This design comes from an exercise in tuning for small area and a short achievable clock period on the open sky130 flow, not from production work.
For this run, only the layout was checked, not whether the RTL still works.
Power figures rest on the tool's default switching activity, not on a simulated workload.

### run.sh
#!/bin/bash
# synth_recipe.tcl (not shown) runs the flow's synth.tcl, then flattens the netlist and writes it again
# the make line also repeats each setting of config.mk as NAME=value (left out here)
make -C /OpenROAD-flow-scripts/flow DESIGN_CONFIG=/design/flow/config.mk WORK_HOME=/design/flow/orfs CLKGATE_MAP_FILE= SYNTH_SCRIPT=/design/flow/synth_recipe.tcl finish
### config.mk
export PLATFORM = sky130hd
export DESIGN_NAME = risc16b
export DESIGN_NICKNAME = risc16b
export VERILOG_FILES = /design/flow/design.v
export SDC_FILE = /design/flow/constraint.sdc
export NUM_CORES = 4
export LEC_CHECK = 0
export CAP_MARGIN = 20
export CORE_MARGIN = 2
export CORE_UTILIZATION = 40
export PLACE_DENSITY = 0.6
export SETUP_SLACK_MARGIN = 4
export SLEW_MARGIN = 20
### constraint.sdc
create_clock -name core_clock -period 7.0 [get_ports {clk}]
set_input_delay 1.4000 -clock core_clock [delete_from_list [all_inputs] [get_ports {clk}]]
set_output_delay 1.4000 -clock core_clock [all_outputs]
set_load 0.01 [all_outputs]
### design.v
`default_nettype none
module risc16b
  (
   input wire          clk,
   input wire          rst,
   output logic [15:0] i_addr,
   output logic        i_oe,
   input wire [15:0]   i_din,
   output logic [15:0] d_addr,
   output logic        d_oe,
   input wire [15:0]   d_din,
   output logic [15:0] d_dout,
   output logic [1:0]  d_we
   );
   logic [15:0] pc;         
   logic [15:0] ir1;        
   logic        v1;         
   logic [15:0] ir2;        
   logic        v2;         
   logic [7:0]  sa, sb;     
   logic [15:0] rf [8];     
   logic [7:0]  zf;         
   wire [4:0]  op2   = ir2[15:11];
   wire [4:0]  fn2   = ir2[4:0];
   wire        rform = (op2 == 5'b00000);
   wire [3:0]  aop   = rform ? fn2[3:0] : op2[3:0];
   wire        is_lw  = rform & (fn2 == 5'b10001);
   wire        is_lbu = rform & (fn2 == 5'b10011);
   wire        is_ld  = is_lw | is_lbu;
   logic [15:0] af;
   always_comb
     for (int i = 0; i < 16; i++)
       af[i] = ~is_ld & (aop == i);
   logic [15:0] ra, rb;
   always_comb begin
      ra = 16'd0;
      rb = 16'd0;
      for (int i = 0; i < 8; i++) begin
         ra = ra | (rf[i] & {16{sa[i]}});
         rb = rb | (rf[i] & {16{sb[i]}});
      end
   end
   wire [15:0] b = rform ? rb : {{8{ir2[7] & (op2 == 5'b00100)}}, ir2[7:0]};
   wire a_add = af[4];
   wire a_sub = af[5];
   wire a_rsb = af[12];           
   wire arith = a_add | a_sub | a_rsb;
   wire inv_b = a_sub | af[2];
   wire c_x   = af[0];                            
   wire c_y   = af[1] | af[2];            
   wire c_p   = arith | af[3] | af[11];   
   wire c_g   = af[10] | af[11];          
   wire s_l8  = af[6];
   wire s_r8  = af[7];
   wire s_l1  = af[8];
   wire s_r1  = af[9];
   logic [15:0] binc;                     
   always_comb begin
      logic t;
      binc[7:0] = b[7:0];
      t = a_rsb;
      for (int i = 8; i < 16; i++) begin
         binc[i] = b[i] ^ t;
         t = t & b[i];
      end
   end
   wire [15:0] x = ra ^ {16{a_rsb}};
   wire [15:0] y = binc ^ {16{inv_b}};
   wire        cin = a_sub;
   wire [15:0] p = x ^ y;
   wire [15:0] g = x & y;
   logic [15:0] cg, cp;    
   always_comb begin
      logic [15:0] gg, pp;
      gg = g;
      pp = p;
      gg[0] = g[0] | (p[0] & cin);
      for (int l = 0; l < 4; l++)
        for (int i = 0; i < 16; i++)
          if ((i >> l) & 1) begin
             gg[i] = gg[i] | (pp[i] & gg[((i >> l) << l) - 1]);
             pp[i] = pp[i] & pp[((i >> l) << l) - 1];
          end
      cg = gg;
      cp = pp;
   end
   wire [15:0] c = {cg[14:0], cin};       
   wire [15:0] lu = (p & {16{c_p}}) | (g & {16{c_g}}) | (x & {16{c_x}}) | (y & {16{c_y}});
   wire [15:0] sh = ({b[7:0], 8'd0} & {16{s_l8}}) | ({8'd0, b[15:8]} & {16{s_r8}}) |
                    ({b[14:0], 1'b0} & {16{s_l1}}) | ({1'b0, b[15:1]} & {16{s_r1}});
   wire [7:0]  lbyte = rb[0] ? d_din[7:0] : d_din[15:8];
   wire [15:0] ld = is_lw ? d_din : {8'd0, lbyte & {8{is_lbu}}};
   wire [15:0] res = (lu ^ (c & {16{arith}})) | sh | ld;
   wire [15:0] kz = {x[14:0] | y[14:0], cin};
   wire        z_arith = ((p ^ kz) == 16'd0);
   wire        z_ls    = ((lu | sh) == 16'd0);
   wire        zlo     = (d_din[7:0] == 8'd0);
   wire        zhi     = (d_din[15:8] == 8'd0);
   wire        z_ld    = is_lw ? (zlo & zhi) : (rb[0] ? zlo : zhi);
   wire        res_zero = arith ? z_arith : is_ld ? z_ld : z_ls;
   wire we = v2 & ~ir2[15] & ~(rform & fn2[4] & ~fn2[0]);
   assign d_addr = rb;
   assign d_oe   = v2 & rform & fn2[4] & fn2[0];
   assign d_dout = {fn2[1] ? ra[7:0] : ra[15:8], ra[7:0]};
   wire   st_w   = v2 & rform & (fn2 == 5'b10000);
   wire   st_b   = v2 & rform & (fn2 == 5'b10010);
   assign d_we   = {st_w | (st_b & rb[0]), st_w | (st_b & ~rb[0])};
   wire [15:0] wdata = res & {16{~rst}};
   wire        wzero = res_zero | rst;
   always_ff @(posedge clk)
     for (int i = 0; i < 8; i++)
       if (rst | (we & sa[i])) begin
          rf[i] <= wdata;
          zf[i] <= wzero;
       end
   wire [4:0] op1 = ir1[15:11];
   logic [7:0] da, db;
   always_comb
     for (int i = 0; i < 8; i++) begin
        da[i] = (ir1[10:8] == i);
        db[i] = (ir1[7:5] == i);
     end
   logic z_rd, n_rd;
   always_comb begin
      z_rd = 1'b0;
      n_rd = 1'b0;
      for (int i = 0; i < 8; i++) begin
         z_rd = z_rd | (da[i] & zf[i]);
         n_rd = n_rd | (da[i] & rf[i][15]);
      end
   end
   wire fwd = we & ((da & sa) != 8'd0);
   wire z   = fwd ? res_zero : z_rd;
   wire n   = fwd ? res[15] : n_rd;
   wire taken = v1 & ((op1 == 5'b10000 &  z) | (op1 == 5'b10001 & ~z) |
                      (op1 == 5'b10010 &  n) | (op1 == 5'b10011 & ~n) |
                      (op1 == 5'b11000));
   wire [7:0]  lo_t;
   wire        c8;
   assign {c8, lo_t} = {1'b0, pc[7:0]} + {1'b0, ir1[7:0]};
   wire [7:0]  hi_inc = pc[15:8] + 8'd1;
   wire [7:0]  hi_dec = pc[15:8] - 8'd1;
   wire [6:0]  lo_inc;
   wire        c8i;
   assign {c8i, lo_inc} = {1'b0, pc[7:1]} + 8'd1;
   wire        s8 = ir1[7];
   wire [15:0] target = {(c8 & ~s8) ? hi_inc : (~c8 & s8) ? hi_dec : pc[15:8], lo_t};
   wire [15:0] pc2    = {c8i ? hi_inc : pc[15:8], lo_inc, pc[0]};
   always_ff @(posedge clk) begin
      pc  <= (taken ? target : pc2) & {16{~rst}};
      v1  <= ~rst;
      v2  <= v1 & ~rst;
      ir1 <= i_din;
      ir2 <= ir1;
      sa  <= da;
      sb  <= db;
   end
   assign i_addr = pc;
   assign i_oe   = 1'b1;
endmodule
`default_nettype wire
==> summary.md <==
| Metric | Value |
|---|---|
| R2R cell count | 19 |
| Post-route DRC | 0 |
| I/O Pins | 86 |
| Post-synth EDFFs | 136 |
| Post-DP HPWL | around 28 mm |
| Storage cell area | 0.00543 sq mm |
| Post-Synth Simple-Gate Area | 13.2% |
| Final core occ | 57.3% |
| Met2 Resource Use GR | 46.0% |
| Multi-input combinational cell area | 0.00664 sq mm |
| Largest net degree at the start of global routing | 39 |
| Antenna cells | 0 |
| Clock transition at path regs | 80 ps |
| Worst Hold Class | reg -> reg |
| Initial DRC count | 1541 |
| Root buffer cell | clkbuf_16 |
| Via count | 10600 |
| Share of layout cells above drive strength 1 | 36.2% |
| CTS tree | yes |
| Vias in the first global route | 10100 |
| Finish-stage setup viols | 0 |
| Max transition margin | 20.9% |
| CP required | 7370 ps |
| GRT Residual Overflow | 0 |
| Hold EP | ir2[13] |
| Final hold vios | 0 |
| Max-Cap Viols | 0 |
| Leading cell types in the layout, fill and taps excluded | edfxtp_1 (136), buf_4 (97), buf_6 (92) |
| Share of the synthesized area in the top cell type | 36.2% |
| Mapped Area | 0.0113 sq mm |
| Flops & latches, synth | 199 |
| GR peak layer | met2 |
| # rows | 61 |
| Final Max Tran Viols | 0 |
| Maximum level of the CTS H-tree | 4 |
| Worst Hold Depth | 0 |
| Die ar. | 0.0296 sq mm |
| Post-synthesis net count | 1166 |
| Yosys top cell by area | edfxtp_1 |
| Async SR Flop Fraction | 0% |
| Number of fill cells in the layout | 2299 |
| Final wirelength | 43.5 mm |
| Met1 usage | 38.9% |
| Largest family of logic cells by synthesized area | compound AO/OA/AOI/OAI gates |
| Die width | 172 um |
| Register area share after synthesis | 47.4% |
| Area Overhead vs Synth | 41.2% |
| First-pass GRT wire length | 62.6 mm |
| Final ANT Viol Nets | 0 |
| # port buffers | between 80 and 90 |
| Cells after synthesis | 1081 |
| Area contributors post-synth | edfxtp_1 (36%), dfxtp_1 (11%), a22oi_1 (9.7%), ha_1 (5.4%), xnor2_1 (3.0%) |
| Mean Syn Cell Area | 10.4 sq um |
| Worst setup EP type | flip-flop |
| Unrepaired setup endpoints after global routing | yes |
| Adder-Cell Fraction of Synth Area | 5.79% |
| Average wire per standard cell | 25.7 um |
| CORE AREA | 0.0278 sq mm |
| Iteration count of the initial detailed-routing pass | 9 |
| Maximum vdd drop | 0.000179 V |
| Routed vias/inst | 6.27 |
| Critical path class | reg -> reg |
| Die height | 172 um |
| Fin crit share | 74.1% |
| Clock sink total | 199 |
| Worst Clk Skew | 17.9 ps |
| Top_reg_cell synth | edfxtp_1 |
| FMAX | 193 MHz |
| Total Routing Usage GR | 28.8% |
| Placed Area | 0.0128 sq mm |
| R2R Path End | pc[9] |
| Synth Area in Compound Gates | between 20% and 30% |
| Yosys cell types | 67 |
| Fin area | 0.0159 sq mm |
| Most common cell after layout, fill and taps aside | edfxtp_1 |
| Final worst path period need | 5190 ps |
| Fin nets | around 1400 |
| Total power | 3.46 mW |
| Gpl congestion | ~0.92 |
| P_leak | between 6 and 7 nW |
| Post-synthesis mux area share | 2.38% |
| Antenna violations before repair | 1 |
| Ys Warns | 2 |
| Post-Synth XOR/XNOR Area | 5.28% |
| Worst R2R Setup Slack | 1810 ps |
| Initial Util | 40.6% |
| Setup_tns | 0 ps |
| Clk Latency, worst-skew pair | 440 ps |
| R2R Path Start | ir2[15] |
| Startpoint type of the worst setup path | flip-flop |
| Worst Tran Pin Value | about 1200 ps |
| Status | no timing/DRC/antenna violations |
| CTS Buffer Depth | 2 |
| Crit-path max FO | 7 |
| Crit path DAT | 5560 ps |
| Met3 usage | 4.97% |
| Hold path startpoint | ir1[13] |
| Total CTS buffers | 17 |
| Cell area power density | 218 mW/mm^2 |
==> through the flow <==
step / worst slack, ps / hold WS [ps] / cells
after floorplan: 1730 / 322 / 1081
after detailed placement: 913 / 355 / 1504
after global routing: 1500 / 377 / 1693
after global placement: 1010 / 344 / 1504
after CTS: 1760 / 366 / 1651
final: 1810 / 368 / 1693
==> registers in the layout, summed over array words and instances (netlist names) <==
name,flops
ir2,13
sa,8
zf,8
pc,16
sb,8
v1,1
v2,1
ir1,16
rf,128
==> cell usage after synthesis (3+ instances only) <==
| library cell | count |
|---|---|
| and3_1 | 19 |
| and4_1 | 6 |
| a21oi_1 | 38 |
| or3_1 | 6 |
| a31oi_1 | 9 |
| a22oi_1 | 145 |
| or4_1 | 4 |
| a221oi_1 | 6 |
| o21ba_2 | 5 |
| a21o_1 | 13 |
| nand4_1 | 35 |
| nand3_1 | 18 |
| ha_1 | 49 |
| and2_1 | 3 |
| xor2_1 | 30 |
| nand2_1 | 64 |
| o311ai_1 | 3 |
| buf_2 | 6 |
| a211oi_2 | 4 |
| o21bai_1 | 4 |
| clkbuf_1 | 51 |
| buf_1 | 5 |
| nor2_1 | 61 |
| a211oi_1 | 6 |
| buf_4 | 3 |
| mux2_2 | 15 |
| a2111oi_0 | 4 |
| nor4_1 | 17 |
| xnor2_1 | 38 |
| dfxtp_1 | 63 |
| and3b_1 | 3 |
| a221o_1 | 9 |
| mux2i_1 | 10 |
| o21a_1 | 3 |
| edfxtp_1 | 136 |
| a22o_1 | 14 |
| o21ai_0 | 38 |
| nor3b_1 | 11 |
| inv_1 | 49 |
| a222oi_1 | 11 |
| nand2b_1 | 7 |
| nor3_1 | 25 |
==> routing by layer <==
metal	routed length, um	up-vias
li1	-	4647
met1	17700	5200
met2	20000	655
met3	4100	106
met4	1680	0
met5	0	-
==> layout make-up <==
class,instances,area share (%)
clock buffers,18,2.83
flip-flops and latches,199,34.1
inverters,49,1.18
clock inverters,14,0.927
multi-input cells,768,41.7
well taps,378,2.97
repair buffers,267,16.3
==> critical path, cell delays in order, from the launching register on <==
cell       delay [ps]
dfxtp_4           370
buf_6             120
nor4_2            360
o21ai_1           280
o21ba_2           400
ha_4              160
ha_4              130
ha_4              190
xor2_2            250
ha_1              350
a2111oi_1         550
nor3_2             90
a21oi_2           230
xnor2_2           150
or3_1             330
a31o_1            190
a22o_4            280
or3_4             420
o311a_1           150
a211oi_2          130
==> logic make-up (layout without fill, tap and decap cells) <==
| group | count (synthesis) | after routing |
|---|---|---|
| flops | 199 | 199 |
| mux | 25 | 25 |
| fa+ha+maj | 51 | 51 |
| xor+xnor | 68 | 68 |
| simple gates | 288 | 289 |
| compound gates | 334 | 334 |
| other cells | 1 | 1 |
| buf+inv | 115 | 348 |
==> timing repair <==
| item | 4_1_cts | 5_1_grt |
|---|---|---|
| hold buffers | 0 | 0 |
| buffers inserted | 114 | 41 |
| gates resized for setup | 344 | 137 |
| gates cloned | 1 | 0 |
| endpoints found under the setup margin | 323 | 273 |
| pin swaps | 67 | 67 |
==> how the worst max path moves through the flow <==
stage                     startpoint  endpoint  cells after the start
after floorplan              ir2[14]    pc[13]                     28
after global placement       ir2[15]    pc[11]                     18
after detailed placement     ir2[15]    pc[11]                     18
after CTS                    ir2[15]     pc[9]                     24
after global routing         ir2[14]     pc[9]                     20
final                        ir2[15]     pc[9]                     19
==> report_power, final <==
| group | internal, mW | switching [mW] | leakage (nW) |
|---|---|---|---|
| sequential | 1.38 | 0.0937 | 1.93 |
| combinational | 0.463 | 0.544 | 3.90 |
| clock | 0.498 | 0.487 | 0.296 |
| total | 2.34 | 1.13 | 6.13 |

re-timing with driven ports:
In the flow no input, the clock included, has a driving cell. The finished layout below was timed again as built, in two steps. Step 1 assumes that a clkbuf_16 drives the clock port and a buf_2 every other input. Step 2 times the ports against the registers' clock, not the clock port: input delays grow and output delays shrink by t, the midpoint of the rising clock arrivals with the driver on. Slacks: no drivers / after step 1 / after step 2; pairs: no drivers / after step 1.
t, ns: 0.485
setup WS [ns]: 1.810 / 1.810 / 1.810
worst slew at a driven data input, ns: 0.05
After both steps this run still meets setup and hold. For this run, drivers alone change the setup slack by 0.000 ns; drivers and shift together by 0.000 ns.
